This is an optimization exercise on Yosys and OpenROAD, whose aim is small area, not a production implementation. Function was checked by simulation only, so behaviour that the tests miss may differ from the original. No activity file was given, so power comes from the tool's default toggle rates.

$ cat design/flow/run.sh
#!/bin/bash
# synth_recipe.tcl (not shown) runs the flow's synth.tcl, then flattens the netlist and writes it again
# the make line also repeats each setting of config.mk as NAME=value (left out here)
make -C /OpenROAD-flow-scripts/flow DESIGN_CONFIG=/design/flow/config.mk WORK_HOME=/design/flow/orfs CLKGATE_MAP_FILE= SYNTH_SCRIPT=/design/flow/synth_recipe.tcl finish
$ cat design/flow/config.mk
export PLATFORM = sky130hd
export DESIGN_NAME = cpu_top
export DESIGN_NICKNAME = cpu_top
export VERILOG_FILES = /design/flow/design.v
export SDC_FILE = /design/flow/constraint.sdc
export NUM_CORES = 8
export LEC_CHECK = 0
export CAP_MARGIN = 20
export CORE_MARGIN = 2
export CORE_UTILIZATION = 30
export SLEW_MARGIN = 20
$ cat design/flow/constraint.sdc
create_clock -name core_clock -period 12.0 [get_ports {clk}]
set_input_delay 2.4000 -clock core_clock [delete_from_list [all_inputs] [get_ports {clk}]]
set_output_delay 2.4000 -clock core_clock [all_outputs]
set_load 0.01 [all_outputs]
$ cat design/flow/design.v
package common;
	parameter AXI_BURST_NUM = 16;  
	parameter XLEN = 64;
	parameter MXLEN = XLEN;
	parameter LINK_REG_ID = 1;
	parameter logic[63:0] PCINIT = 64'h00000000_80000000;
	typedef logic[127:0] u128;
	typedef logic[63:0] u64;
	typedef logic[43:0] u44;
	typedef logic[31:0] u32;
	typedef logic[19:0] u20;
	typedef logic[15:0] u16;
	typedef logic[14:0] u15;
	typedef logic[13:0] u14;
	typedef logic[12:0] u13;
	typedef logic[11:0] u12;
	typedef logic[10:0] u11;
	typedef logic[9:0]  u10;
	typedef logic[8:0]  u9;
	typedef logic[7:0]  u8;
	typedef logic[6:0]  u7;
	typedef logic[5:0]  u6;
	typedef logic[4:0]  u5;
	typedef logic[3:0]  u4;
	typedef logic[2:0]  u3;
	typedef logic[1:0]  u2;
	typedef logic 	    u1;
	typedef u5 creg_addr_t;
	typedef u8 strobe_t;
	typedef u12 csr_addr_t;
typedef int unsigned uint;
typedef logic     i1;
typedef logic[(2)-1:0]  i2;
typedef logic[(3)-1:0]  i3;
typedef logic[(4)-1:0]  i4;
typedef logic[(5)-1:0]  i5;
typedef logic[(6)-1:0]  i6;
typedef logic[(7)-1:0]  i7;
typedef logic[(8)-1:0]  i8;
typedef logic[(9)-1:0]  i9;
typedef logic[(16)-1:0] i16;
typedef logic[(19)-1:0] i19;
typedef logic[(26)-1:0] i26;
typedef logic[(32)-1:0] i32;
typedef logic[(33)-1:0] i33;
typedef logic[(34)-1:0] i34;
typedef logic[(35)-1:0] i35;
typedef logic[(36)-1:0] i36;
typedef logic[(37)-1:0] i37;
typedef logic[(38)-1:0] i38;
typedef logic[(39)-1:0] i39;
typedef logic[(40)-1:0] i40;
typedef logic[(41)-1:0] i41;
typedef logic[(42)-1:0] i42;
typedef logic[(64)-1:0] i64;
typedef logic[(65)-1:0] i65;
typedef logic[(66)-1:0] i66;
typedef logic[(67)-1:0] i67;
typedef logic[(68)-1:0] i68;
typedef i65 arith_t;
typedef i64 addr_t;
typedef i64 word_t;
typedef enum logic [3-1:0] {
    MSIZE1 = 3'b000,
    MSIZE2 = 3'b001,
    MSIZE4 = 3'b010,
    MSIZE8 = 3'b011
} msize_t;
typedef enum logic [8-1:0] {
    MLEN1  = 8'h00,
    MLEN2  = 8'h01,
    MLEN4  = 8'h03,
    MLEN8  = 8'h07,
    MLEN16 = 8'h0f,
    MLEN32 = 8'h1f,
    MLEN64 = 8'h3f,
    MLEN128 = 8'h7f,
    MLEN256 = 8'hff
} mlen_t;
parameter mlen_t AXI_BURST_LEN =AXI_BURST_NUM == 16 ? MLEN16 :
 							    AXI_BURST_NUM == 32 ? MLEN32 :
							    AXI_BURST_NUM == 64 ? MLEN64 :
							    AXI_BURST_NUM == 128 ? MLEN128 :
							    AXI_BURST_NUM == 256 ? MLEN256 : MLEN1;
typedef struct packed {
    logic    valid;      
    addr_t   addr;       
    msize_t  size;       
    strobe_t strobe;     
    word_t   data;       
} dbus_req_t;
typedef struct packed {
    logic  addr_ok;      
    logic  data_ok;      
    word_t data;         
} dbus_resp_t;
typedef struct packed {
    logic  valid;        
    addr_t addr;         
} ibus_req_t;
typedef struct packed {
    logic  addr_ok;      
    logic  data_ok;      
    u32 data;            
} ibus_resp_t;
typedef enum logic [2-1:0] {
    AXI_BURST_FIXED = '0,
    AXI_BURST_INCR,
    AXI_BURST_WRAP,
    AXI_BURST_RESERVED
} axi_burst_type_t;
typedef struct packed {
    logic    valid;      
    logic    is_write;   
    msize_t  size;       
    addr_t   addr;       
    strobe_t strobe;     
    word_t   data;       
    mlen_t   len;        
    axi_burst_type_t burst;
} cbus_req_t;
typedef struct packed {
    logic  ready;        
    logic  last;         
    word_t data;         
} cbus_resp_t;
typedef enum logic[5:0] {
	    UNKNOWN, NOP,
        ALUI, ALU, ALUW, ALUIW,
        LUI, JAL, BEQ, LD, SD, AUIPC, JALR, BZ, BNZ,
        CSR, CSRI, ECALL, MRET, SFENCE
    } decode_op_t;
    typedef enum logic [4:0] {
	    NOTALU,ADD,XOR,OR,AND,SUB,CPYB,EQL,SLT,
        SLTU,SLL,SRL,SRA,MULT,DIV,REM,DIVU,
        REMU, ALU_CSRC, ALU_CSRW, ALU_CSRS, ALU_CSRCI, ALU_CSRSI, ALU_CSRWI, ALU_ECALL, ALU_MRET,
        AUI, SLLW,SRLW,SRAW
    } alufunc_t;
typedef enum logic [2:0] {
	NOERROR, INSTR_MISALIGN, EDECODE, LOAD_MISALIGN, STORE_MISALIGN, PAGE_FAULT
} error_t;
typedef struct packed {
    csr_addr_t csrdst;
    word_t qcsr;
} csr_t;
    typedef struct packed {
        logic valid;
        u64 pc;
        u32 instr;  
        error_t error;
    } fetch_data_t;
    typedef struct packed {
        decode_op_t op;
        alufunc_t alufunc;
        u1 regwrite, memtoreg, memwrite;  
    } control_t;
    typedef struct packed {
        logic valid;
        u64 pc;
        u32 instr;
        u5 rega, regb;
        word_t srca, srcb; 
        logic [51:0] rd1;
        csr_addr_t csrdst;
        word_t csr;
        word_t store_data;
        control_t ctl;    
        creg_addr_t dst;  
        error_t error;
    } decode_data_t;
    typedef struct packed {
        logic valid;
        u64 pc;
        u32 instr;
        word_t result;
        word_t store_data;
        control_t ctl;
        creg_addr_t dst;
        word_t csrres;
        error_t error;
    } execute_data_t;
    typedef struct packed {
        logic valid;
        u64 pc;
        u32 instr;
        word_t result;
        word_t memaddr;
        control_t ctl;
        creg_addr_t dst;
        word_t csrres;
        error_t error;
    } memory_data_t;
    typedef struct packed {
        logic valid;
        u64 pc;
        u32 instr;
        word_t result;
        word_t memaddr;
        control_t ctl;
        creg_addr_t dst;
        word_t csrres;
        error_t error;
    } writeback_data_t;
    typedef enum logic [3:0] {
        IDLE,
        READ_L1, WAIT_L1,
        READ_L2, WAIT_L2,
        READ_L3, WAIT_L3,
        READ_DATA, WAIT_DATA,
        OUTPUT
    } mmu_state_t;
	typedef struct packed {
		reg sd;
		reg [MXLEN-2-36:0] wpri1;
		reg[1:0] sxl;
		reg[1:0] uxl;
		reg[8:0] wpri2;
		reg tsr;
		reg tw;
		reg tvm;
		reg mxr;
		reg sum;
		reg mprv;
		reg[1:0] xs;
		reg[1:0] fs;
		reg[1:0] mpp;
		reg[1:0] wpri3;
		reg spp;
		reg mpie;
		reg wpri4;
		reg spie;
		reg upie;
		reg mie;
		reg wpri5;
		reg sie;
		reg uie;
	} mstatus_t;
	typedef struct packed {
		u4 mode;
		u16 asid;
		u44 ppn;
	} satp_t;
	typedef struct packed {
		reg[63:0]
		mhartid,  
		mie,	  
		mip,	  
		mtvec;	  
		mstatus_t
		mstatus;  
		reg[63:0]
		mscratch,  
		mepc;	  
		satp_t satp;	  
		reg[63:0]
		mcause,   
		mcycle,   
		mtval;
	} csr_regs_t;
endpackage
package pipes;
    parameter F7_ADDI = 7'b0010011;
    parameter F3_ADDI = 3'b000;
    parameter F7_XORI = 7'b0010011;
    parameter F3_XORI = 3'b100;
    parameter F7_ORI = 7'b0010011;
    parameter F3_ORI = 3'b110;
    parameter F7_ANDI = 7'b0010011;
    parameter F3_ANDI = 3'b111;
    parameter F7_ADD = 7'b0110011;
    parameter F3_ADD = 3'b000;
    parameter F7_ADD_ = 7'b0000000;
    parameter F7_SUB = 7'b0110011;
    parameter F3_SUB = 3'b000;
    parameter F7_SUB_ = 7'b0100000;
    parameter F7_AND = 7'b0110011;
    parameter F3_AND = 3'b111;
    parameter F7_OR = 7'b0110011;
    parameter F3_OR = 3'b110;
    parameter F7_XOR = 7'b0110011;
    parameter F3_XOR = 3'b100;
    parameter F7_ADDIW = 7'b0011011;
    parameter F3_ADDIW = 3'b000;
    parameter F7_ADDW = 7'b0111011;
    parameter F3_ADDW = 3'b000;
    parameter F7_ADDW_ = 7'b0000000;
    parameter F7_SUBW = 7'b0111011;
    parameter F3_SUBW = 3'b000;
    parameter F7_SUBW_ = 7'b0100000;
    parameter F7_LD = 7'b0000011;
    parameter F3_LD = 3'b011;
    parameter F7_SD = 7'b0100011;
    parameter F3_SD = 3'b011;
    parameter F7_LB = 7'b0000011;
    parameter F3_LB = 3'b000;
    parameter F7_LH = 7'b0000011;
    parameter F3_LH = 3'b001;
    parameter F7_LW = 7'b0000011;
    parameter F3_LW = 3'b010;
    parameter F7_LBU = 7'b0000011;
    parameter F3_LBU = 3'b100;
    parameter F7_LHU = 7'b0000011;
    parameter F3_LHU = 3'b101;
    parameter F7_LWU = 7'b0000011;
    parameter F3_LWU = 3'b110;
    parameter F7_SB = 7'b0100011;
    parameter F3_SB = 3'b000;
    parameter F7_SH = 7'b0100011;
    parameter F3_SH = 3'b001;
    parameter F7_SW = 7'b0100011;
    parameter F3_SW = 3'b010;
    parameter F7_LUI = 7'b0110111;
    parameter F7_BEQ = 7'b1100011;
    parameter F3_BEQ = 3'b000;
    parameter F7_BNE = 7'b1100011;  
    parameter F3_BNE = 3'b001;
    parameter F7_BLT = 7'b1100011;
    parameter F3_BLT = 3'b100;
    parameter F7_BGE = 7'b1100011;
    parameter F3_BGE = 3'b101;
    parameter F7_BLTU = 7'b1100011;
    parameter F3_BLTU = 3'b110;
    parameter F7_BGEU = 7'b1100011;
    parameter F3_BGEU = 3'b111;
    parameter F7_SLTI = 7'b0010011;
    parameter F3_SLTI = 3'b010;
    parameter F7_SLTIU = 7'b0010011;
    parameter F3_SLTIU = 3'b011;
    parameter F7_SLLI = 7'b0010011;
    parameter F3_SLLI = 3'b001;
    parameter F7_SRLI = 7'b0010011;
    parameter F3_SRLI = 3'b101;
    parameter F7_SRAI = 7'b0010011;
    parameter F3_SRAI = 3'b101;
    parameter F7_SLL = 7'b0110011;
    parameter F3_SLL = 3'b001;
    parameter F7_SLT = 7'b0110011;
    parameter F3_SLT = 3'b010;
    parameter F7_SLTU = 7'b0110011;
    parameter F3_SLTU = 3'b011;
    parameter F7_SRL = 7'b0110011;
    parameter F3_SRL = 3'b101;
    parameter F7_SRL_ = 7'b0000000;
    parameter F7_SRA = 7'b0110011;
    parameter F3_SRA = 3'b101;
    parameter F7_SRA_ = 7'b0100000;
    parameter F7_SLLIW = 7'b0011011;
    parameter F3_SLLIW = 3'b001;
    parameter F7_SRLIW = 7'b0011011;
    parameter F3_SRLIW = 3'b101;
    parameter F7_SRAIW = 7'b0011011;
    parameter F3_SRAIW = 3'b101;
    parameter F7_SLLW = 7'b0111011;
    parameter F3_SLLW = 3'b001;
    parameter F7_SRLW = 7'b0111011;
    parameter F3_SRLW = 3'b101;
    parameter F7_SRLW_ = 7'b0000000;
    parameter F7_SRAW = 7'b0111011;
    parameter F3_SRAW = 3'b101;
    parameter F7_SRAW_ = 7'b0100000;
    parameter F7_AUIPC = 7'b0010111;
    parameter F7_JAL = 7'b1101111;
    parameter F7_JALR = 7'b1100111;
    parameter F7_CSRRW = 7'b1110011;
    parameter F3_CSRRW = 3'b001;
    parameter F7_CSRRS = 7'b1110011;
    parameter F3_CSRRS = 3'b010;
    parameter F7_CSRRC = 7'b1110011;
    parameter F3_CSRRC = 3'b011;
    parameter F7_CSRRWI = 7'b1110011;
    parameter F3_CSRRWI = 3'b101;
    parameter F7_CSRRCI = 7'b1110011;
    parameter F3_CSRRCI = 3'b111;
    parameter F7_CSRRSI = 7'b1110011;
    parameter F3_CSRRSI = 3'b110;
    parameter F3_MRET = 3'b000;
    parameter F7_MRET_ = 7'b0011000;
    parameter F7_ECALL_ = 7'b0000000;
endpackage
package csr_pkg;
	 parameter logic [11:0] CSR_MHARTID = 12'hf14;
  parameter logic [11:0] CSR_MIE = 12'h304;
  parameter logic [11:0] CSR_MIP = 12'h344;
  parameter logic [11:0] CSR_MTVEC = 12'h305;
  parameter logic [11:0] CSR_MSTATUS = 12'h300;
  parameter logic [11:0] CSR_MSCRATCH = 12'h340;
  parameter logic [11:0] CSR_MEPC = 12'h341;
  parameter logic [11:0] CSR_SATP = 12'h180;
  parameter logic [11:0] CSR_MCAUSE = 12'h342;
  parameter logic [11:0] CSR_MCYCLE = 12'hb00;
  parameter logic [11:0] CSR_MTVAL = 12'h343;
  parameter logic [11:0] CSR_PMPADDR0 = 12'h3b0;
  parameter logic [11:0] CSR_PMPCFG0 = 12'h3a0;
  parameter logic [11:0] CSR_MEDELEG = 12'h302;
  parameter logic [11:0] CSR_MIDELEG = 12'h303;
  parameter logic [11:0] CSR_STVEC = 12'h105;
  parameter logic [11:0] CSR_SSTATUS = 12'h100;
  parameter logic [11:0] CSR_SSCRATCH = 12'h140;
  parameter logic [11:0] CSR_SEPC = 12'h141;
  parameter logic [11:0] CSR_SCAUSE = 12'h142;
  parameter logic [11:0] CSR_STVAL = 12'h143;
  parameter logic [11:0] CSR_SIE = 12'h104;
  parameter logic [11:0] CSR_SIP = 12'h144;
  parameter logic [63:0] MSTATUS_MASK = 64'h7e79bb;
  parameter logic [63:0] SSTATUS_MASK = 64'h800000030001e000;
  parameter logic [63:0] MIP_MASK = 64'h333;
  parameter logic [63:0] MTVEC_MASK = ~(64'h2);
  parameter logic [63:0] MEDELEG_MASK = 64'h0;
  parameter logic [63:0] MIDELEG_MASK = 64'h0;
endpackage
module decoder (
    input common::u32 raw_instr,
    output common::control_t ctl,
    input common::error_t error
);
    common::u7 f7, f7_;
    common::u3 f3;
    assign f7 = raw_instr[6:0];
    assign f3 = raw_instr[14:12];
    assign f7_ = raw_instr[31:25];
    always_comb begin
        ctl = '0;
        if (error == common::INSTR_MISALIGN) begin
            ctl.op = common::UNKNOWN;
            ctl.alufunc = common::NOTALU;
        end
        case (f7)
            pipes::F7_ADDI: begin
                ctl.op = common::ALUI;
                ctl.regwrite = 1'b1;
                case (f3)
                    pipes::F3_ADDI: begin
                        ctl.alufunc = common::ADD;
                    end
                    pipes::F3_XORI: begin
                        ctl.alufunc = common::XOR;
                    end  
                    pipes::F3_ORI: begin
                        ctl.alufunc = common::OR;
                    end
                    pipes::F3_ANDI: begin
                        ctl.alufunc = common::AND;
                    end
                    pipes::F3_SLTI: begin
                        ctl.alufunc = common::SLT;
                    end
                    pipes::F3_SLTIU: begin
                        ctl.alufunc = common::SLTU;
                    end
                    pipes::F3_SLLI: begin
                        ctl.alufunc = common::SLL;
                    end
                    pipes::F3_SRLI: begin
                        ctl.alufunc = raw_instr[30] ? common::SRA : common::SRL;    
                    end
                    default: begin
                        ctl.alufunc = common::NOTALU;
                        ctl.regwrite = 1'b0;
                    end
                endcase
            end
            pipes::F7_ADD: begin
                ctl.op = common::ALU;
                ctl.regwrite = 1'b1;
                case (f3)
                    pipes::F3_ADD: begin
                        case (f7_)
                            pipes::F7_ADD_: begin
                                ctl.alufunc = common::ADD;              
                            end
                            pipes::F7_SUB_: begin
                                ctl.alufunc = common::SUB;
                            end
                            default: begin
                                ctl.alufunc = common::NOTALU;
                            end
                        endcase
                    end
                    pipes::F3_AND: begin
                        ctl.alufunc = common::AND;
                    end
                    pipes::F3_OR: begin
                        ctl.alufunc = common::OR;
                    end
                    pipes::F3_XOR: begin
                        ctl.alufunc = common::XOR;
                    end
                    pipes::F3_SLT: begin
                        ctl.alufunc = common::SLT;
                    end
                    pipes::F3_SLTU: begin
                        ctl.alufunc = common::SLTU;
                    end
                    pipes::F3_SLL: begin
                        ctl.alufunc = common::SLL;
                    end
                    pipes::F3_SRL: begin
                        case (f7_)
                            pipes::F7_SRL_: begin
                                ctl.alufunc = common::SRL;
                            end
                            pipes::F7_SRA_: begin
                                ctl.alufunc = common::SRA;
                            end
                            default: begin
                                ctl.alufunc = common::NOTALU;
                            end
                        endcase
                    end
                    default: begin
                        ctl.alufunc = common::NOTALU;
                    end
                endcase
            end
            pipes::F7_ADDIW: begin
                ctl.op = common::ALUIW;
                ctl.regwrite = 1'b1;
                case (f3)
                    pipes::F3_ADDIW: begin
                        ctl.alufunc = common::ADD;
                    end
                    pipes::F3_SLLIW: begin
                        ctl.alufunc = common::SLLW;
                    end
                    pipes::F3_SRLIW: begin
                        ctl.alufunc = raw_instr[30] ? common::SRAW : common::SRLW;    
                    end
                    default: begin
                        ctl.alufunc = common::NOTALU;
                    end
                endcase
            end
            pipes::F7_ADDW: begin
                ctl.op = common::ALUW;
                ctl.regwrite = 1'b1;
                case (f3)
                    pipes::F3_ADDW:
                    case (f7_)
                        pipes::F7_ADDW_: begin
                            ctl.alufunc = common::ADD;
                        end
                        pipes::F7_SUBW_: begin
                            ctl.alufunc = common::SUB;
                        end
                        default: begin
                            ctl.alufunc = common::NOTALU;
                        end
                    endcase
                    pipes::F3_SLLW: begin
                        ctl.alufunc = common::SLLW;
                    end
                    pipes::F3_SRLW: begin
                        case (f7_)
                            pipes::F7_SRLW_: begin
                                ctl.alufunc = common::SRLW;
                            end
                            pipes::F7_SRAW_: begin
                                ctl.alufunc = common::SRAW;
                            end
                            default: begin
                                ctl.alufunc = common::NOTALU;
                            end
                        endcase
                    end
                    default: begin
                        ctl.alufunc = common::NOTALU;
                    end
                endcase
            end
            pipes::F7_LD: begin
                ctl.op = common::LD;
                ctl.regwrite = 1'b1;
                ctl.memtoreg = 1'b1;
                ctl.alufunc = common::ADD;
            end
            pipes::F7_SD: begin
                ctl.op = common::SD;
                ctl.regwrite = 1'b0;
                ctl.memwrite = 1'b1;
                ctl.alufunc = common::ADD;
            end
            pipes::F7_LUI: begin
                ctl.op = common::LUI;
                ctl.regwrite = 1'b1;
                ctl.alufunc = common::CPYB;
            end
            pipes::F7_BEQ: begin
                ctl.regwrite = 1'b0;
                ctl.op = f3[0] ? common::BNZ : common::BZ;
                case (f3[2:1])  
                    2'b00: begin
                        ctl.alufunc = common::EQL;
                    end
                    2'b10: begin
                        ctl.alufunc = common::SLT;
                    end
                    2'b11: begin
                        ctl.alufunc = common::SLTU;
                    end
                    default: begin
                        ctl.alufunc = common::NOTALU;
                    end
                endcase  
            end
            pipes::F7_AUIPC: begin
                ctl.op = common::AUIPC;
                ctl.regwrite = 1'b1;
                ctl.alufunc = common::AUI;
            end
            pipes::F7_JAL: begin
                ctl.op = common::JAL;
                ctl.regwrite = 1'b1;
                ctl.alufunc = common::ADD;
            end
            pipes::F7_JALR: begin
                ctl.op = common::JALR;
                ctl.regwrite = 1'b1;
                ctl.alufunc = common::ADD;
            end
            pipes::F7_CSRRC: begin
                ctl.regwrite = 1'b1;
                case(f3)
                    pipes::F3_CSRRC: begin
                        ctl.op = common::CSR;
                        ctl.alufunc = common::ALU_CSRC;
                    end
                    pipes::F3_CSRRCI: begin
                        ctl.op = common::CSRI;
                        ctl.alufunc = common::ALU_CSRCI;
                    end
                    pipes::F3_CSRRS: begin
                        ctl.op = common::CSR;
                        ctl.alufunc = common::ALU_CSRS;
                    end
                    pipes::F3_CSRRSI: begin
                        ctl.op = common::CSRI;
                        ctl.alufunc = common::ALU_CSRSI;
                    end
                    pipes::F3_CSRRW: begin
                        ctl.op = common::CSR;
                        ctl.alufunc = common::ALU_CSRW;
                    end
                    pipes::F3_CSRRWI: begin
                        ctl.op = common::CSRI;
                        ctl.alufunc = common::ALU_CSRWI;
                    end
                    pipes::F3_MRET: begin
                        ctl.regwrite = 1'b0;
                        case(f7_)
                            pipes::F7_MRET_: begin
                                ctl.op = common::MRET;
                                ctl.alufunc = common::ALU_MRET;
                            end
                            pipes::F7_ECALL_: begin
                                ctl.op = common::ECALL;
                                ctl.alufunc = common::ALU_ECALL;
                            end
                            default: begin
                                ctl.op = common::UNKNOWN;
                                ctl.alufunc = common::NOTALU;
                            end
                        endcase
                    end
                    default: begin
                        ctl.op = common::UNKNOWN;
                        ctl.alufunc = common::NOTALU;
                    end
                endcase
            end
            default: begin
                ctl.op = common::UNKNOWN;
                ctl.alufunc = common::NOTALU;
                ctl.regwrite = 1'b0;
            end
        endcase
    end
endmodule
module immediate (
    input  common::word_t    scrb, scra,
    input  common::control_t ctl,
    input  common::u32    instr,
    output common::word_t temp1, temp2,
    output logic bubble,
    input logic bubble1, bubble2, bubble3,
    input common::word_t csrdata
);
    always_comb begin
        temp1 = scra;
        temp2 = scrb;
        case (ctl.op)
            common::ALUW: begin
                bubble = bubble1 | bubble2;
            end
            common::ALU: begin
                bubble = bubble1 | bubble2;
            end
            common::ALUI, common::ALUIW, common::LD: begin
                temp2 = {{52{instr[31]}}, instr[31:20]};
                bubble = bubble1;
            end
            common::LUI: begin
                temp2 = {{32{instr[31]}}, instr[31:12], 12'b0};
                bubble = bubble1;
            end
            common::SD: begin
                temp2 = {{52{instr[31]}}, instr[31:25], instr[11:7]};
                bubble = bubble1 | bubble2;
            end
            common::AUIPC: begin
                temp2 = {{32{instr[31]}}, instr[31:12], 12'b0};
                bubble = 0;
            end
            common::JAL: begin
                bubble = 0;
            end
            common::JALR: begin
                bubble = bubble1;
            end
            common::CSR: begin
                temp2 = csrdata;
                bubble = bubble1;
            end
            common::CSRI: begin
                temp1 = csrdata;
                temp2 = {59'b0, instr[19:15]};
                bubble = bubble3;
            end
            default: begin
                bubble = bubble1 | bubble2;
            end
        endcase 
    end
endmodule
module decode (
    input common::u1 clk, reset,
    input common::fetch_data_t dataF,
    output common::decode_data_t dataD,
    output common::creg_addr_t ra1, ra2,
    input common::word_t rd1, rd2,
    input common::ibus_req_t ireq,
    input common::ibus_resp_t iresp,
    output logic stalld,
    input logic stallm,
    input common::u5 dstD, dstE, dstM, dstW,
    input common::dbus_resp_t dresp,
    input common::u1 branch,
    output common::csr_addr_t csraddr,
    input common::word_t csrdata,
    input common::csr_addr_t csrD, csrE, csrM, csrW,
    input common::u1 iscsrD, iscsrE, iscsrM, iscsrW
);
    common::control_t ctl;
    decoder decoder (
        .raw_instr(dataF.instr),
        .ctl(ctl),
        .error(dataF.error)
    );
    logic iscsr;
    assign iscsr = (ctl.op == common::CSR || ctl.op == common::CSRI);
    assign ra1 = dataF.instr[19:15];
    assign ra2 = dataF.instr[24:20];
    assign csraddr = dataF.instr[31:20];
    common::word_t temp1, temp2;
    logic bubble, bubble1, bubble2;
    assign bubble1 = ra1 != 0 && (ra1 == dstD || ra1 == dstE || ra1 == dstM);
    assign bubble2 = ra2 != 0 && (ra2 == dstD || ra2 == dstE || ra2 == dstM);
    immediate immediate(
        .scra(rd1),
        .scrb(rd2),
        .ctl(ctl),
        .instr(dataF.instr),
        .temp1,
        .temp2,
        .bubble,
        .bubble1,
        .bubble2,
        .bubble3(iscsr && (csraddr == csrD || csraddr == csrE || csraddr == csrM)),
        .csrdata
    );
    assign stalld = bubble;
            assign dataD.pc = dataF.pc;
            assign dataD.instr = dataF.instr;
            assign dataD.valid = ~stalld & ~stallm & dataF.valid;
            assign dataD.ctl = ctl;
            assign dataD.dst = dataF.instr[11:7];
            assign dataD.srca = temp1;
            assign dataD.srcb = temp2;
            assign dataD.rega = ra1;
            assign dataD.regb = ra2;
            assign dataD.store_data = rd2;
            assign dataD.csr = temp2;
            assign dataD.csrdst = dataF.instr[31:20];
            assign dataD.rd1 = '0;
            assign dataD.error  = dataF.error != common::NOERROR ? dataF.error :
                           ctl.op == common::UNKNOWN ? common::EDECODE : common::NOERROR;
endmodule
module fetch (
    input common::u1 clk, reset,
    input common::u64 pcplus4,
    output common::u64 pc_selected,
    output common::fetch_data_t dataF,
    input common::u32 raw_instr,
    input common::u64 pc,
    input common::ibus_resp_t iresp,
    input common::dbus_resp_t dresp,
    input logic stalld, stalle, stallm,
    input common::u1 branch,
    input common::u64 jump,
    input logic flushall, error, is_ecall,
    input common::u64 csrpc, errpc
);
    assign pc_selected = branch ? jump :
                         pcplus4;
            assign dataF.pc = pc;
            assign dataF.instr = raw_instr;
            assign dataF.valid = ~stalld & ~stallm & iresp.data_ok;
            assign dataF.error = pc[1:0] == 'b00 ? common::NOERROR : common::INSTR_MISALIGN;
endmodule
module alu (
	input common::u1 clk, reset,
	input common::word_t srca, srcb,
	input common::alufunc_t alufunc,
	output common::word_t result,
	output common::word_t csrres,
	input common::u1 choose,
	input common::u64 pc
);
	always_comb begin
        result = 0;
		csrres = 0;
        case (alufunc)
			common::ALU_CSRC: begin result = srcb; csrres = srcb & ~srca; end
			common::ALU_CSRS: begin result = srcb; csrres = srcb | srca; end
			common::ALU_CSRW: begin result = srcb; csrres = srca; end
			common::ALU_CSRCI: begin result = srca; csrres = srca & ~srcb; end
			common::ALU_CSRSI: begin result = srca; csrres = srca | srcb; end
			common::ALU_CSRWI: begin result = srca; csrres = srcb; end
			common::ADD: result = srca + srcb;
			common::SUB: result = srca - srcb;
			common::AND: result = srca & srcb;
			common::OR:  result = srca | srcb;
			common::XOR: result = srca ^ srcb;
			common::CPYB: result = srcb;
			common::AUI: result = pc + srcb;
			common::EQL: result = {63'b0, (srca == srcb)};
			common::SLT: result = $signed(srca) < $signed(srcb) ? 1 : 0;
            common::SLTU: result = {63'b0, $unsigned(srca) < $unsigned(srcb)};
			common::SLL: result = srca << srcb[5:0];
			common::SRL: result = $unsigned(srca) >> srcb[5:0];
			common::SRA: result = $signed(srca) >>> srcb[5:0];
			common::SLLW: result = srca << srcb[4:0];
			common::SRLW: result[31:0] = $unsigned(srca[31:0]) >> srcb[4:0];
			common::SRAW: result[31:0] = $signed(srca[31:0]) >>> srcb[4:0];
            default: result = 0;
        endcase
        if(choose) begin
			result = {{32{result[31]}}, result[31:0]};	
		end
    end
endmodule
module execute (
    input  common::u1 clk, reset,
    input  common::decode_data_t dataD,
    output common::execute_data_t dataE,
    input logic stallf, stalld, stalle, stallm,
    output common::u1 branch,
    output common::u64 jump,
    input logic iscsrD, iscsrE, iscsrM, iscsrW,
    input logic flushall, error, is_ecall, interrupt,
    input common::u64 csrpc, ecallpc, errpc
);
    common::word_t result, csrresult;
    alu alu_inst(
        .clk(clk),
        .reset(reset),
        .srca(dataD.srca),
        .srcb(dataD.srcb),
        .alufunc(dataD.ctl.alufunc),
        .result(result),
        .csrres(csrresult),
        .choose(dataD.ctl.op == common::ALUW || dataD.ctl.op == common::ALUIW),
        .pc(dataD.pc)
    );
    assign branch = (dataD.ctl.op == common::CSR || dataD.ctl.op == common::CSRI || dataD.ctl.op == common::MRET || dataD.ctl.op == common::ECALL) || ((dataD.ctl.op == common::BZ && result == 1) || (dataD.ctl.op == common::BNZ && result == 0) || dataD.ctl.op == common::JAL || dataD.ctl.op == common::JALR);
    assign jump =   dataD.ctl.op == common::JAL                  ? dataD.pc + {{44{dataD.instr[31]}}, dataD.instr[19:12], dataD.instr[20], dataD.instr[30:21], 1'b0}
                  : dataD.ctl.op == common::JALR                 ? (dataD.srca + {{52{dataD.instr[31]}}, dataD.instr[31:20]}) & (~1)
                  : (dataD.ctl.op == common::BZ && result == 1)  ? dataD.pc + {{52{dataD.instr[31]}}, dataD.instr[7], dataD.instr[30:25], dataD.instr[11:8], 1'b0}
                  : (dataD.ctl.op == common::BNZ && result == 0) ? dataD.pc + {{52{dataD.instr[31]}}, dataD.instr[7], dataD.instr[30:25], dataD.instr[11:8], 1'b0}
                  : dataD.ctl.op == common::MRET                 ? csrpc 
                  : dataD.ctl.op == common::ECALL                ? ecallpc  
                  :                                        dataD.pc + 4;
    logic misalign;
    assign misalign = (dataD.instr[13:12] == 2'b00 ? 0 
                   : dataD.instr[13:12] == 2'b01 ? result[0] != 'b0
                   : dataD.instr[13:12] == 2'b10 ? result[1:0] != 'b00
                   :                               result[2:0] != 'b000) && (dataD.ctl.op == common::LD || dataD.ctl.op == common::SD);
            assign dataE.result = (dataD.ctl.op == common::JAL || dataD.ctl.op == common::JALR) ? dataD.pc + 4 : result;
            assign dataE.ctl.op = dataD.ctl.op;
            assign dataE.ctl.alufunc = dataD.ctl.alufunc;
            assign dataE.ctl.regwrite = dataD.ctl.regwrite;
            assign dataE.ctl.memtoreg = dataD.ctl.memtoreg;
            assign dataE.ctl.memwrite = dataD.ctl.memwrite;
            assign dataE.dst = dataD.dst; 
            assign dataE.pc = dataD.pc;
            assign dataE.instr = dataD.instr;
            assign dataE.valid = ~stallm & dataD.valid;
            assign dataE.store_data = dataD.store_data;
            assign dataE.csrres = csrresult;
            assign dataE.error = dataD.error != common::NOERROR ? dataD.error :
                                 misalign ? (dataD.ctl.op == common::LD ? common::LOAD_MISALIGN : (dataD.ctl.op == common::SD ? common::STORE_MISALIGN : common::NOERROR)) : 
                                 common::NOERROR;
endmodule
module memory (
    input  logic clk, reset, 
    input  common::execute_data_t dataE,
    output common::memory_data_t dataM,
    output common::dbus_req_t dreq,
    input common::dbus_resp_t dresp,
    input common::satp_t satp,
    input common::u2 mode,
    input logic flushall, error, is_ecall
);
    common::msize_t size;
    common::strobe_t strobe;
    logic load, store;
    common::addr_t addr;
    assign addr = dataE.result;
    logic req_active;
    logic new_request;
    assign load = dataE.ctl.op == common::LD;
    assign store = dataE.ctl.op == common::SD;
    assign new_request = (load | store) & dataE.valid;
    always_ff @(posedge clk) begin
        if (reset) begin
            req_active <= 1'b0;
        end else begin
            if (dresp.data_ok) begin
                req_active <= 1'b0;
            end else if (new_request && !req_active) begin
                req_active <= 1'b1;
            end
        end
    end
    common::u64 in, off;
    assign in = dataE.store_data;
    assign off = {58'b0, addr[2:0], 3'b0};
    assign dreq.valid = req_active || new_request;
    assign dreq.addr = addr;
    assign dreq.size = size;
    assign dreq.strobe = store ? strobe << addr[2:0] : 0;
    assign dreq.data = in << off;
    always_comb case (dataE.instr[13:12])
        2'b00: begin size = common::MSIZE1; strobe = 8'b00000001; end  
        2'b01: begin size = common::MSIZE2; strobe = 8'b00000011; end  
        2'b10: begin size = common::MSIZE4; strobe = 8'b00001111; end  
        2'b11: begin size = common::MSIZE8; strobe = 8'b11111111; end  
    endcase
    common::u64 out, data;
    assign data = dresp.data >> off;
    always_comb case (dataE.instr[14:12])
        3'b000: out = {{56{data[7]}}, data[7:0]};  
        3'b001: out = {{48{data[15]}}, data[15:0]};  
        3'b010: out = {{32{data[31]}}, data[31:0]};  
        3'b011: out = data;  
        3'b100: out = {{56'b0}, data[7:0]};  
        3'b101: out = {{48'b0}, data[15:0]};  
        3'b110: out = {{32'b0}, data[31:0]};  
        3'b111: out = 0;  
    endcase
            assign dataM.result = (load | store) ? out : dataE.result;
            assign dataM.ctl = dataE.ctl;
            assign dataM.dst = dataE.dst;
            assign dataM.csrres = dataE.csrres;
            assign dataM.pc = dataE.pc;
            assign dataM.instr = dataE.instr;
            assign dataM.valid = ~(dreq.valid && ~dresp.data_ok) & dataE.valid;
            assign dataM.memaddr = (load | store) ? dataE.result : dataE.csrres;
            assign dataM.error   = dataE.error != common::NOERROR ? dataE.error :
                        common::NOERROR;
endmodule
module writeback (
    input  logic clk, reset, 
    input common::memory_data_t dataM,
    output common::writeback_data_t dataW,
    input logic wvalid,
    output logic [31:0][63:0] regs,
    output logic [31:0][63:0] regs_nxt
);
    common::creg_addr_t wa;
    common::word_t wd;
    assign wa = dataM.dst;
    assign wd = dataM.result;
    always_ff @(posedge clk) begin
		regs_nxt <= regs;
		regs_nxt[0] <= '0;
	end
	assign regs[0] = regs_nxt[0];
	for (genvar i = 1; i < 32; i++)
		always_comb
			regs[i] = (i == wa && wvalid) ? wd : regs_nxt[i];
            assign dataW.result = dataM.result;
            assign dataW.ctl = dataM.ctl;
            assign dataW.dst = dataM.dst;
            assign dataW.csrres = dataM.csrres;
            assign dataW.pc = dataM.pc;
            assign dataW.instr = dataM.instr;
            assign dataW.valid = dataM.valid;
            assign dataW.memaddr = dataM.memaddr;
            assign dataW.error = dataM.error;
endmodule
module pipeline_reg (
        input logic clk, reset,
        input logic flushF, stallf, stalld, stalle, stallm, stall, stallpc, stall_raw,
        input common::ibus_req_t ireq,
        input common::ibus_resp_t iresp,
        input common::dbus_req_t dreq,
        input common::dbus_resp_t dresp,
        input common::fetch_data_t dataF_nxt,
        output common::fetch_data_t dataF,
        input common::decode_data_t dataD_nxt,
        output common::decode_data_t dataD,
        input common::execute_data_t dataE_nxt,
        output common::execute_data_t dataE,
        input common::memory_data_t dataM_nxt,
        output common::memory_data_t dataM,
        input common::writeback_data_t dataW_nxt,
        output common::writeback_data_t dataW,
        input common::u1 branch,
        input common::u1 branch_enable,
        input logic flushall, error
    );
    always_ff @(posedge clk) begin
        if (reset) begin
            dataF <= '0;
        end 
        else if(stalld | stallm) begin
            dataF <= dataF;
        end
        else if(branch) begin
            dataF <= '0;
        end
        else begin
            dataF <= dataF_nxt;
        end
    end
    always_ff @(posedge clk) begin
        if (reset) begin
            dataD <= '0;
        end 
        else if(stalld) begin
            dataD <= '0;
        end
        else if(stallm) begin
            dataD <= dataD;
        end
        else if(branch) begin
            dataD <= '0;
        end
        else begin
            dataD <= dataD_nxt;
        end
    end
    always_ff @(posedge clk) begin
        if (reset) begin
            dataE <= '0;
        end 
        else if(stallm) begin
            dataE <= dataE;
        end
        else if(branch) begin
            dataE <= '0;
        end
        else begin
            dataE <= dataE_nxt;
        end
    end
    always_ff @(posedge clk) begin
        if (reset) begin
            dataM <= '0;
        end 
        else if(stallm) begin
            dataM <= dataM;
        end
        else begin
            dataM <= dataM_nxt;
        end
    end
    always_ff @(posedge clk) begin
        if (reset) begin
            dataW <= '0;
        end 
        else begin
            dataW <= dataW_nxt;
        end
    end
endmodule
module regfile (
	input logic clk, reset,
	input common::creg_addr_t ra1, ra2,
	output common::word_t rd1, rd2,
	input logic [31:0][63:0] regs
);
	assign rd1 = (ra1 != 0) ? regs[ra1] : 0;
	assign rd2 = (ra2 != 0) ? regs[ra2] : 0;
endmodule
module csrfile (
	input logic clk, reset,
    input common::u12 csr_ra,
    output common::word_t csr_out,
    input logic csr_wen,
    input common::u12 csr_wa,
    input common::word_t csrresult,
	input common::execute_data_t dataW,
	output logic flushall,
	output common::u64 csrpc,
	input logic trint, swint, exint,
	output logic error, is_ecall, interrupt,
	output common::u2 mode, mode_nxt,
	output common::csr_regs_t csrs_o, csrs_nxt_o
);
common::csr_regs_t csrs, csrs_nxt;
common::word_t csr_wd;
assign csrs_o = csrs;
assign csrs_nxt_o = csrs_nxt;
assign error = dataW.error != common::NOERROR;
assign is_ecall = dataW.ctl.op == common::ECALL;
assign interrupt = (mode != 2'd3 || csrs.mstatus.mie) && ((trint && csrs.mie[7] && csrs.mip[7]) || (swint && csrs.mie[3] && csrs.mip[3]) || (exint & csrs.mie[11] & csrs.mip[11]));
always_comb begin
	case(csr_ra)
		csr_pkg::CSR_MIE: begin csr_out = csrs_nxt.mie; end
		csr_pkg::CSR_MIP: begin csr_out = csrs_nxt.mip; end
		csr_pkg::CSR_MTVEC: begin csr_out = csrs_nxt.mtvec; end
		csr_pkg::CSR_MSTATUS: begin csr_out = csrs_nxt.mstatus; end
		csr_pkg::CSR_MSCRATCH: begin csr_out = csrs_nxt.mscratch; end
		csr_pkg::CSR_MEPC: begin csr_out = csrs_nxt.mepc; end
		csr_pkg::CSR_SATP: begin csr_out = csrs_nxt.satp; end
		csr_pkg::CSR_MCAUSE: begin csr_out = csrs_nxt.mcause; end
		csr_pkg::CSR_MCYCLE: begin csr_out = csrs_nxt.mcycle; end
		csr_pkg::CSR_MTVAL: begin csr_out = csrs_nxt.mtval; end
		csr_pkg::CSR_SSTATUS: begin csr_out = csrs_nxt.mstatus & csr_pkg::SSTATUS_MASK; end
		default: csr_out = '0;
	endcase
end
assign flushall = dataW.ctl.op == common::MRET;
always_comb begin
	csrpc = '0;
	csr_wd = csrresult;
	mode_nxt = mode;
	csrs_nxt = csrs;
	csrs_nxt.mcycle = csrs.mcycle + 1;
	if((dataW.valid && (is_ecall))) begin
		csrs_nxt.mepc = dataW.pc;
		csrs_nxt.mcause[63:0] = 64'b0;
		case(dataW.error)
			common::INSTR_MISALIGN: csrs_nxt.mcause[62:0] = 63'd0;
			common::EDECODE: csrs_nxt.mcause[62:0] = 63'd2;
			common::LOAD_MISALIGN: csrs_nxt.mcause[62:0] = 63'd4;
			common::STORE_MISALIGN: csrs_nxt.mcause[62:0] = 63'd6;
			default: begin
				if(mode == 2'b0) csrs_nxt.mcause[62:0] = 63'd8;
				else if(mode == 2'd3) csrs_nxt.mcause[62:0] = 63'd11;
			end
		endcase
		csrs_nxt.mstatus.mpie = csrs.mstatus.mie;
		csrs_nxt.mstatus.mie = '0;
		csrs_nxt.mstatus.mpp = mode;
	 	mode_nxt = 2'd3;
	end
	else if (dataW.valid && interrupt) begin
		mode_nxt = 2'd3;
        csrs_nxt.mepc = dataW.pc;
        csrs_nxt.mcause[62:0] = 63'b0;
        csrs_nxt.mcause[63] = 1'b1;
        if (trint) csrs_nxt.mcause[62:0] = 63'd7;
        else if (swint) csrs_nxt.mcause[62:0] = 63'd3;
        else if (exint) csrs_nxt.mcause[62:0] = 63'd11;
        csrs_nxt.mstatus.mpie = csrs.mstatus.mie;
        csrs_nxt.mstatus.mie = '0;
        csrs_nxt.mstatus.mpp = mode;
	end	
	else if (csr_wen) begin
		csr_wd = csrresult;
		case(csr_wa)
			csr_pkg::CSR_MIE: csrs_nxt.mie = csr_wd;
			csr_pkg::CSR_MIP: csrs_nxt.mip = csr_wd & csr_pkg::MIP_MASK;
			csr_pkg::CSR_MTVEC: csrs_nxt.mtvec = csr_wd & csr_pkg::MTVEC_MASK;
			csr_pkg::CSR_MSTATUS: csrs_nxt.mstatus = csr_wd & csr_pkg::MSTATUS_MASK;
			csr_pkg::CSR_MSCRATCH: csrs_nxt.mscratch = csr_wd;
			csr_pkg::CSR_MEPC: csrs_nxt.mepc = csr_wd;
			csr_pkg::CSR_SATP: csrs_nxt.satp = csr_wd;
			csr_pkg::CSR_MCAUSE: csrs_nxt.mcause = csr_wd;
			csr_pkg::CSR_MCYCLE: csrs_nxt.mcycle = csr_wd;
			csr_pkg::CSR_MTVAL: csrs_nxt.mtval = csr_wd;
			csr_pkg::CSR_SSTATUS: csrs_nxt.mstatus = csr_wd & csr_pkg::SSTATUS_MASK;
			default: ;
		endcase
	end
	else if (dataW.valid && flushall) begin
		csrs_nxt.mstatus.mie = csrs.mstatus.mpie;
		csrs_nxt.mstatus.mpie = 1'b1;
		mode_nxt = csrs.mstatus.mpp;
		csrs_nxt.mstatus.mpp = 2'b0;
		csrs_nxt.mstatus.xs = '0;
	end
	else begin
	end
end
always_ff @(posedge clk) begin
	if (reset) begin
		csrs <= '0;
		mode <= 2'd3;
		csrs.mcause[1] <= 1'b1;
        csrs.mepc[31]  <= 1'b1;
	end else begin
		csrs <= csrs_nxt;
		mode <= mode_nxt;
	end
end
endmodule
module core (
	input logic clk, reset,
	output common::satp_t satp,
	output common::u2 mode,
	output common::ibus_req_t  ireq,
	input  common::ibus_resp_t iresp,
	output common::dbus_req_t  dreq,
	input  common::dbus_resp_t dresp,
	input logic trint, swint, exint
);
	common::u1 stallpc, stallf, stalld, stalle, stallm, stall_raw, stall, need_nop;
	assign satp.mode = 4'b1000;
	assign satp.asid = 16'b0;
	assign satp.ppn = csrs.satp.ppn;
	assign mode = mode_nxt_c;
	assign stallm = dreq.valid && ~dresp.data_ok;
	assign stallf = 1'b0;
	assign stalle = 1'b0;
	assign stall = 1'b0;
	assign stall_raw = 1'b0;
	common::u1 csr_error, csr_is_ecall, csr_interrupt;
	common::u2 mode_c, mode_nxt_c;
	common::csr_regs_t csrs, csrs_nxt;
	logic [31:0][63:0] regs_w, regs_nxt_w;
	common::u64 pc, pc_nxt;
	common::u1 branch;
	common::u64 jump;
	common::u1 branch_enable;
	common::u64 branch_target; 
	assign stallpc = ireq.valid && ~iresp.data_ok;
	always_ff @( posedge clk ) begin
		if(reset) begin
			pc <= 64'h8000_0000;
		end 
		else if(stallpc | stallm | stalld) begin
			pc <= pc;
		end
		else begin
			pc <= pc_nxt;
		end
	end
	always_ff @(posedge clk) begin
		if(reset) begin
			jump <= '0;
		end else if(branch | stallm) begin
			jump <= jump;
		end else if((!stallpc && !stalld && !stallm) || branch == '0) begin
			jump <= branch_target;
		end
	end
	always_ff @(posedge clk) begin
		if(reset) begin
			branch <= '0;
		end else if(stallm) begin
			branch <= branch;
		end
		else if((!stallpc && !stalld && !stallm) || branch == '0) begin
			branch <= branch_enable;
		end
	end
	common::u1 cur_error;
	always_ff @(posedge clk) begin
		if(reset) begin
			cur_error <= '0;
		end else if(stallm) begin
			cur_error <= cur_error;
		end
		else if((!stallpc && !stalld && !stallm) || cur_error == '0) begin
			cur_error <= csr_error;
		end
	end
	assign ireq.valid = 1'b1;
	assign ireq.addr = pc;
	common::u32 raw_instr;
	assign raw_instr = iresp.data;
	common::fetch_data_t dataF, dataF_nxt;
	common::decode_data_t dataD, dataD_nxt;
	common::execute_data_t dataE, dataE_nxt;
	common::memory_data_t dataM, dataM_nxt;
	common::writeback_data_t dataW, dataW_nxt;
	common::creg_addr_t ra1, ra2;
	common::word_t rd1, rd2;
	common::csr_addr_t csraddr;
	common::word_t csrdata;
	common::u1 flushF, stop;
	assign flushF = ireq.valid & ~iresp.data_ok;
	common::u5 dstD, dstE, dstM, dstW;
	assign dstD = (dataD.ctl.regwrite && dataD.valid) ? dataD.dst : 0;
	assign dstE = (dataE.ctl.regwrite && dataE.valid) ? dataE.dst : 0;
	assign dstM = (dataM.ctl.regwrite && dataM.valid) ? dataM.dst : 0;
	assign dstW = (dataW.ctl.regwrite && dataW.valid) ? dataW.dst : 0;
	logic flushall;
	common::u64 csrpc;
	pipeline_reg pipeline_reg (
		.clk, .reset, 
		.flushF,
		.stallf, .stalld, .stalle, .stallm, .stall, .stallpc, .stall_raw,
		.ireq, .iresp, .dreq, .dresp,
		.dataF_nxt, .dataF,
		.dataD_nxt, .dataD,
		.dataE_nxt, .dataE,
		.dataM_nxt, .dataM,
		.dataW_nxt, .dataW,
		.branch,
		.branch_enable,
		.flushall,
		.error(cur_error)
	);	
	regfile regfile(
		.clk, .reset,
		.ra1,
		.ra2,
		.rd1,
		.rd2,
		.regs(regs_w)
	);
	fetch fetch (
		.clk, .reset,
		.pcplus4(pc + 4),
		.pc_selected(pc_nxt),
		.dataF(dataF_nxt),
		.raw_instr(raw_instr),
		.pc(pc),
		.iresp,
		.dresp,
		.stalld, .stalle, .stallm,
		.branch,
		.jump,
		.flushall,
		.error(csr_error),
		.is_ecall(csr_is_ecall),
		.csrpc(csrs_nxt.mepc),
		.errpc(csrs_nxt.mtvec)
	);
	decode decode (
		.clk, .reset,
		.dataF,
		.dataD(dataD_nxt),
		.ra1, .ra2, .rd1, .rd2,
		.ireq,
		.iresp, 
		.stalld, .stallm,
		.dstD, .dstE, .dstM, .dstW,
		.dresp,
		.branch,
		.csraddr,
		.csrdata,
		.csrD(((dataD.ctl.op == common::CSR || dataD.ctl.op == common::CSRI) && dataD.valid) ? dataD.instr[31:20] : 0),
		.csrE(((dataE.ctl.op == common::CSR || dataE.ctl.op == common::CSRI) && dataE.valid) ? dataE.instr[31:20] : 0),
		.csrM(((dataM.ctl.op == common::CSR || dataM.ctl.op == common::CSRI) && dataM.valid) ? dataM.instr[31:20] : 0),
		.csrW(((dataW.ctl.op == common::CSR || dataW.ctl.op == common::CSRI) && dataW.valid) ? dataW.instr[31:20] : 0),
		.iscsrD((dataD.ctl.op == common::CSR || dataD.ctl.op == common::CSRI) && dataD.valid),
		.iscsrE((dataE.ctl.op == common::CSR || dataE.ctl.op == common::CSRI) && dataE.valid),
		.iscsrM((dataM.ctl.op == common::CSR || dataM.ctl.op == common::CSRI) && dataM.valid),
		.iscsrW((dataW.ctl.op == common::CSR || dataW.ctl.op == common::CSRI) && dataW.valid)
	);
	execute execute(
		.clk, .reset,
		.dataD, 
		.dataE(dataE_nxt),
		.stallf, .stalld, .stalle, .stallm,
		.branch(branch_enable),
		.jump(branch_target),
		.iscsrD((dataD.ctl.op == common::CSR || dataD.ctl.op == common::CSRI) && dataD.valid),
		.iscsrE((dataE.ctl.op == common::CSR || dataE.ctl.op == common::CSRI) && dataE.valid),
		.iscsrM((dataM.ctl.op == common::CSR || dataM.ctl.op == common::CSRI) && dataM.valid),
		.iscsrW((dataW.ctl.op == common::CSR || dataW.ctl.op == common::CSRI) && dataW.valid),
		.flushall,
		.error(csr_error),
		.is_ecall(csr_is_ecall),
		.interrupt(csr_interrupt),
		.csrpc(csrs_nxt.mepc),
		.ecallpc(csrs_nxt.mtvec),
		.errpc(csrs_nxt.mtvec)
	);
	memory memory(
		.clk, .reset,
		.dataE, 
		.dataM(dataM_nxt),
		.dreq,
		.dresp,
		.satp(csrs.satp),
		.mode(mode_c),
		.flushall,
		.error(csr_error),
		.is_ecall(csr_is_ecall)
	);
	writeback writeback(
		.clk, .reset,
		.dataM, 
		.dataW(dataW_nxt),
		.wvalid(dataM.ctl.regwrite),
		.regs(regs_w),
		.regs_nxt(regs_nxt_w)
	);
	csrfile csrfile(
		.clk, .reset,
		.csr_ra(csraddr),
		.csr_out(csrdata),
		.csr_wen(dataW.ctl.op == common::CSR || dataW.ctl.op == common::CSRI),
		.csr_wa(dataW.instr[31:20]),
		.csrresult(dataW.memaddr),
		.dataW(dataE),
		.flushall,
		.csrpc,
		.trint, .swint, .exint,
		.error(csr_error), .is_ecall(csr_is_ecall), .interrupt(csr_interrupt),
		.mode(mode_c), .mode_nxt(mode_nxt_c), .csrs_o(csrs), .csrs_nxt_o(csrs_nxt)
	);
endmodule
module DBusToCBus (
    input  common::dbus_req_t  dreq,
    output common::dbus_resp_t dresp,
    output common::cbus_req_t  dcreq,
    input  common::cbus_resp_t dcresp
);
    assign dcreq.valid    =  dreq.valid;
    assign dcreq.is_write = |dreq.strobe;
    assign dcreq.size     =  dreq.size;
    assign dcreq.addr     =  dreq.addr;
    assign dcreq.strobe   =  dreq.strobe;
    assign dcreq.data     =  dreq.data;
    assign dcreq.len      =  common::MLEN1;
	assign dcreq.burst = common::AXI_BURST_FIXED;
    logic okay;
    assign okay = dcresp.ready && dcresp.last;
    assign dresp.addr_ok = okay;
    assign dresp.data_ok = okay;
    assign dresp.data    = dcresp.data;
endmodule
module IBusToCBus (
    input  common::ibus_req_t  ireq,
    output common::ibus_resp_t iresp,
    output common::cbus_req_t  icreq,
    input  common::cbus_resp_t icresp
);
    common::dbus_resp_t dresp;
    DBusToCBus inst(
        .dreq({ireq, common::MSIZE4, 8'b0, 64'b0}),
        .dresp(dresp),
        .dcreq(icreq),
        .dcresp(icresp)
    );
    assign iresp = {dresp.addr_ok, dresp.data_ok, ireq.addr[2] ? dresp.data[63:32] : dresp.data[31:0]};
endmodule
module CBusArbiter (
    input logic clk, reset,
    input common::satp_t satp,
    input common::u2 mode,
    input  common::cbus_req_t  ireq0, ireq1,
    output common::cbus_resp_t iresp0, iresp1,
    output common::cbus_req_t  oreq,
    input  common::cbus_resp_t oresp
);
    logic busy;
    logic index, select;
    common::cbus_req_t selected_req;
    common::u1 mmu_ok;
    assign mmu_ok = 1'b1;
    assign oreq = busy ? (index ? ireq1 : ireq0) : '0;   
    assign selected_req = select ? ireq1 : ireq0;
    always_comb begin
        select = 1'b0;
        if (!ireq0.valid && ireq1.valid)
            select = 1'b1;
    end
    always_comb begin
        iresp0 = '0;
        iresp1 = '0;
        if (busy && (mmu_ok || mode == 2'd3)) begin
            if (index == 1'b0) iresp0 = oresp;
            if (index == 1'b1) iresp1 = oresp;
        end
    end
    always_ff @(posedge clk)
    if (~reset) begin
        if (busy) begin
            if (oresp.last)
                busy <= 1'b0;
        end else begin
            busy <= selected_req.valid;
            index <= select;
        end
    end else begin
        {busy, index} <= '0;
    end
endmodule
module cpu_top (
    input  logic        clk,
    input  logic        reset,
    output logic        bus_valid,
    output logic        bus_is_write,
    output logic [2:0]  bus_size,
    output logic [63:0] bus_addr,
    output logic [7:0]  bus_strobe,
    output logic [63:0] bus_wdata,
    output logic [7:0]  bus_len,
    output logic [1:0]  bus_burst,
    input  logic        bus_ready,
    input  logic        bus_last,
    input  logic [63:0] bus_rdata
);
  common::cbus_req_t  oreq;
  common::cbus_resp_t oresp;
  common::ibus_req_t  ireq;
  common::ibus_resp_t iresp;
  common::dbus_req_t  dreq;
  common::dbus_resp_t dresp;
  common::cbus_req_t  icreq, dcreq;
  common::cbus_resp_t icresp, dcresp;
  common::satp_t satp;
  common::u2 mode;
  core core (
      .clk, .reset, .satp, .mode, .ireq, .iresp, .dreq, .dresp,
      .trint(1'b0), .swint(1'b0), .exint(1'b0)
  );
  IBusToCBus icvt (.ireq, .iresp, .icreq, .icresp);
  DBusToCBus dcvt (.dreq, .dresp, .dcreq, .dcresp);
  CBusArbiter mux (
      .clk, .reset, .satp, .mode,
      .ireq0(dcreq), .ireq1(icreq),
      .iresp0(dcresp), .iresp1(icresp),
      .oreq, .oresp
  );
  assign bus_valid    = oreq.valid;
  assign bus_is_write = oreq.is_write;
  assign bus_size     = oreq.size;
  assign bus_addr     = oreq.addr;
  assign bus_strobe   = oreq.strobe;
  assign bus_wdata    = oreq.data;
  assign bus_len      = oreq.len;
  assign bus_burst    = oreq.burst;
  assign oresp.ready  = bus_ready;
  assign oresp.last   = bus_last;
  assign oresp.data   = bus_rdata;
endmodule
==> notes.md <==
run status=complete, no violations; clock latency (worst-skew pair)=1.10 ns; Leak=104 nW; number of global-route vias before repair=195000; Post-synth EDFFs=0; commonest non-fill, non-tap cell in the layout=dfxtp_1; fin crit period=10.01 ns; switch share=27.9%; FILL cells=75100; worst hold path cell count=2; reg2reg path depth=22; full die area=740000 sq um; P&R area growth vs syn=14.0%; number of CTS-inserted buffers=409; Detail Route Antenna Nets=0; RePlAce Congestion=1.10; Global Route met2 Usage=49.1%; Max Slew Vio Count=0; initial antenna violation count=191; Tot Pwr=28.4 mW; number of remaining DRC errors=0; clock tree sinks=3670; Final Hold Fails=0; crit start category=register; wire length of the first global-routing pass=1830 mm; hpwl dp=1030 mm; crit share post-route=83.4%; CP delay by family, top=simple AND/OR/NAND/NOR gates; synthesized area per cell=8.95 sq um; Logic pwr share=9.4%; M1 GR Usage=45.6%; Seq cells post-synth=3670; Synth top area share=33.4%; Clock transition at path regs=0.07 ns; synth unique cells=102; post-CTS sizing=0; Synth async-reset ratio=0%; core area=731000 sq um; clock root buffer master=clkbuf_16; Total GRT Usage=35.9%; largest net degree at the start of global routing=224; Worst path max stage delay=0.84 ns; WP buf/inv=6; Most common cell on crit path=buf_4; f_max=99.9 MHz; initial drt markers=33400; Clock Skew=0.101 ns; layout cells sized above 1=15.1%; Clk pwr share=47.2%; # rows=314; Slew Limit Headroom=8.09%; CP Data Arrival Time=10.85 ns; Die Ht=861 um; fin nets=24600; initial core utilization=30.1%; peak supply drop=127 uV; TritonCTS clock tree=yes; final setup vio count=0; CTS Hold Bufs=0; Worst Hold Class=register to register; register share of total power=43.4%; RSZ-0062 raised after global routing=false; Slew @ Worst Pin=1.38 ns; top cells by area, synth=dfxtp_1 (33%), mux2i_1 (12%), mux4_2 (11%), nor2_1 (3.9%), a21oi_1 (3.7%); grt met3 use=11.2%; Worst path depth=22; Most used DFF post-synth=dfxtp_1; vias=213000; htree depth=5; I/O Buffers=207; CTS max path bufs=4; Post-Synthesis Cell Area=220000 sq um; Die X-Extent=861 um; routed len/inst=40.5 um; Max Cap Viol=0; 1st-pass router iterations=10; vias per cell=6.20; Synth area leader=dfxtp_1; cells after synthesis=24600; post-CTS setup buffers=0; most frequent cells in the layout=dfxtp_1 (3633), mux2i_1 (2714), nor2_1 (2222), inv_1 (2106), a21oi_1 (1613); YS warnings=13; Power Dens Cells=113 nW/um^2; Psw=7.92 mW; WP data required=12.85 ns; Overflow after GRT=0; CP cell instances=inv_4 -> buf_4 -> buf_4 -> ha_1 -> or4_1 -> nor4_1 -> nand4_1 -> nor3_1 -> a211o_1 -> a221o_1 -> a31oi_1 -> buf_4 -> mux2i_1 -> or4b_1 -> nor4_1 -> nand4_1 -> nor4b_4 -> buf_4 -> buf_4 -> a211oi_1 -> a211oi_1 -> a2111oi_2; number of I/O pins=219; setup_tns=0 ns; sequential element share of the synthesized area=33.4%; WL final=1390 mm; RR Startpoint=core.pipeline_reg.dataD[214]; internal power=20.5 mW; CP Max Fanout=33; crit path kind=register to register; GRT busiest layer=met2; crit end category=register; worst setup path start=core.pipeline_reg.dataD[214]; CP max-delay cell=nor4_1; HP Start=core.pipeline_reg.dataE[57]
-- logic make-up after synthesis --
family	count (synthesis)	share of synthesized area (%)
adder cells (fa/ha/maj)	482	2.76
other	1	0.00170
multiplexers	4244	25.7
AND/OR/NAND/NOR	5887	12.2
AO/OA/AOI/OAI	5618	16.9
buffers and inverters	4301	7.50
XOR/XNOR	385	1.53
flip-flops	3670	33.4
-- layer usage --
layer	vias to the layer above	share of wire [%]
met4	62	10
li1	87800	-
met5	-	0.029
met1	107000	39
met2	14600	39
met3	3457	11
-- power groups by stage --
stage	clock [mW]	combinational (mW)	sequential [mW]
2_1_floorplan	0	1.27	12.5
3_3_place_gp	0	2.54	12.6
3_5_place_dp	0	2.52	12.6
4_1_cts	13.5	2.53	12.3
5_1_grt	13.9	2.66	12.3
6_report	13.4	2.68	12.3
-- state kept, by name, summed over array words and instances (netlist names) --
signal / flops
core.branch: 1
core.csrfile.csrs: 640
core.csrfile.mode: 2
core.jump: 64
core.memory.req_active: 1
core.pc: 64
core.pipeline_reg.dataD: 295
core.pipeline_reg.dataE: 286
core.pipeline_reg.dataF: 98
core.pipeline_reg.dataM: 152
core.pipeline_reg.dataW: 81
core.writeback.regs_nxt: 1984
mux.busy: 1
mux.index: 1
-- through the flow --
step | cell area (sq um) | worst slack, ns | instances | utilization [%] | hold slack (ns)
after floorplan | 220000 | 5.53 | 24600 | - | 0.425
after detailed placement | 236000 | 2.62 | 33500 | 32.3 | 0.443
final | 251000 | 1.99 | 34400 | 34.3 | 0.454
after global routing | 251000 | 2.43 | 34300 | 34.3 | 0.471
after global placement | 236000 | 2.40 | 33400 | 32.2 | 0.437
after CTS | 250000 | 2.48 | 34200 | 34.2 | 0.447
-- final cells by class --
| cell class | instances | area [sq um] | share of cell area [%] |
|---|---|---|---|
| flip-flops and latches | 3670 | 73600 | 29.3 |
| inverters | 2117 | 7950 | 3.17 |
| clock buffers | 579 | 11900 | 4.72 |
| clock inverters | 165 | 2090 | 0.834 |
| diodes | 180 | 450 | 0.180 |
| well taps | 9796 | 12300 | 4.88 |
| repair buffers | 1255 | 10800 | 4.28 |
| multi-input cells | 16600 | 132000 | 52.6 |
-- tightest hold or removal path, cell delays in order, from the launching register on --
cell and delay, ns:
dfxtp_1 0.32, nand2_1 0.06, a311oi_1 0.08
-- cell usage after synthesis (315+ instances only) --
cell type	number
a211oi_1	396
a21oi_1	1639
a22oi_1	358
clkbuf_1	1758
dfxtp_1	3670
ha_1	476
inv_1	2107
mux2_2	434
mux2i_1	2721
mux4_2	1086
nand2_1	1541
nand3_1	354
nor2_1	2279
nor3_1	315
o21ai_0	956
-- final timing paths --
check	endpoint	slack [ns]
hold reg to reg	core.pipeline_reg.dataM[140]	0.45
setup / recovery	core.jump[63]	1.99
setup reg to reg	core.jump[63]	1.99
hold / removal	core.pipeline_reg.dataM[140]	0.45

-- static timing again, ports no longer ideal --
The results above use ideal ports. As a check the final layout listed here was re-extracted and re-timed, cells and wires unchanged.
Step 1, drivers: a clkbuf_16 drives clk and a buf_2 each remaining input, both assumed.
Step 2 times the ports against the registers' clock, not the clock port: input delays grow and output delays shrink by t, the midpoint of the rising clock arrivals with the driver on.
Three values: ideal ports, drivers, drivers and shift; two values: the first two.
t (ns): 1.178
slack for setup (ns): 1.994 / 1.994 / 1.994
hold WS [ns]: 0.454 / 0.454 / 0.454
After both steps this run still meets setup and hold. For this run, drivers alone change the setup slack by 0.000 ns; drivers and shift together by 0.000 ns.
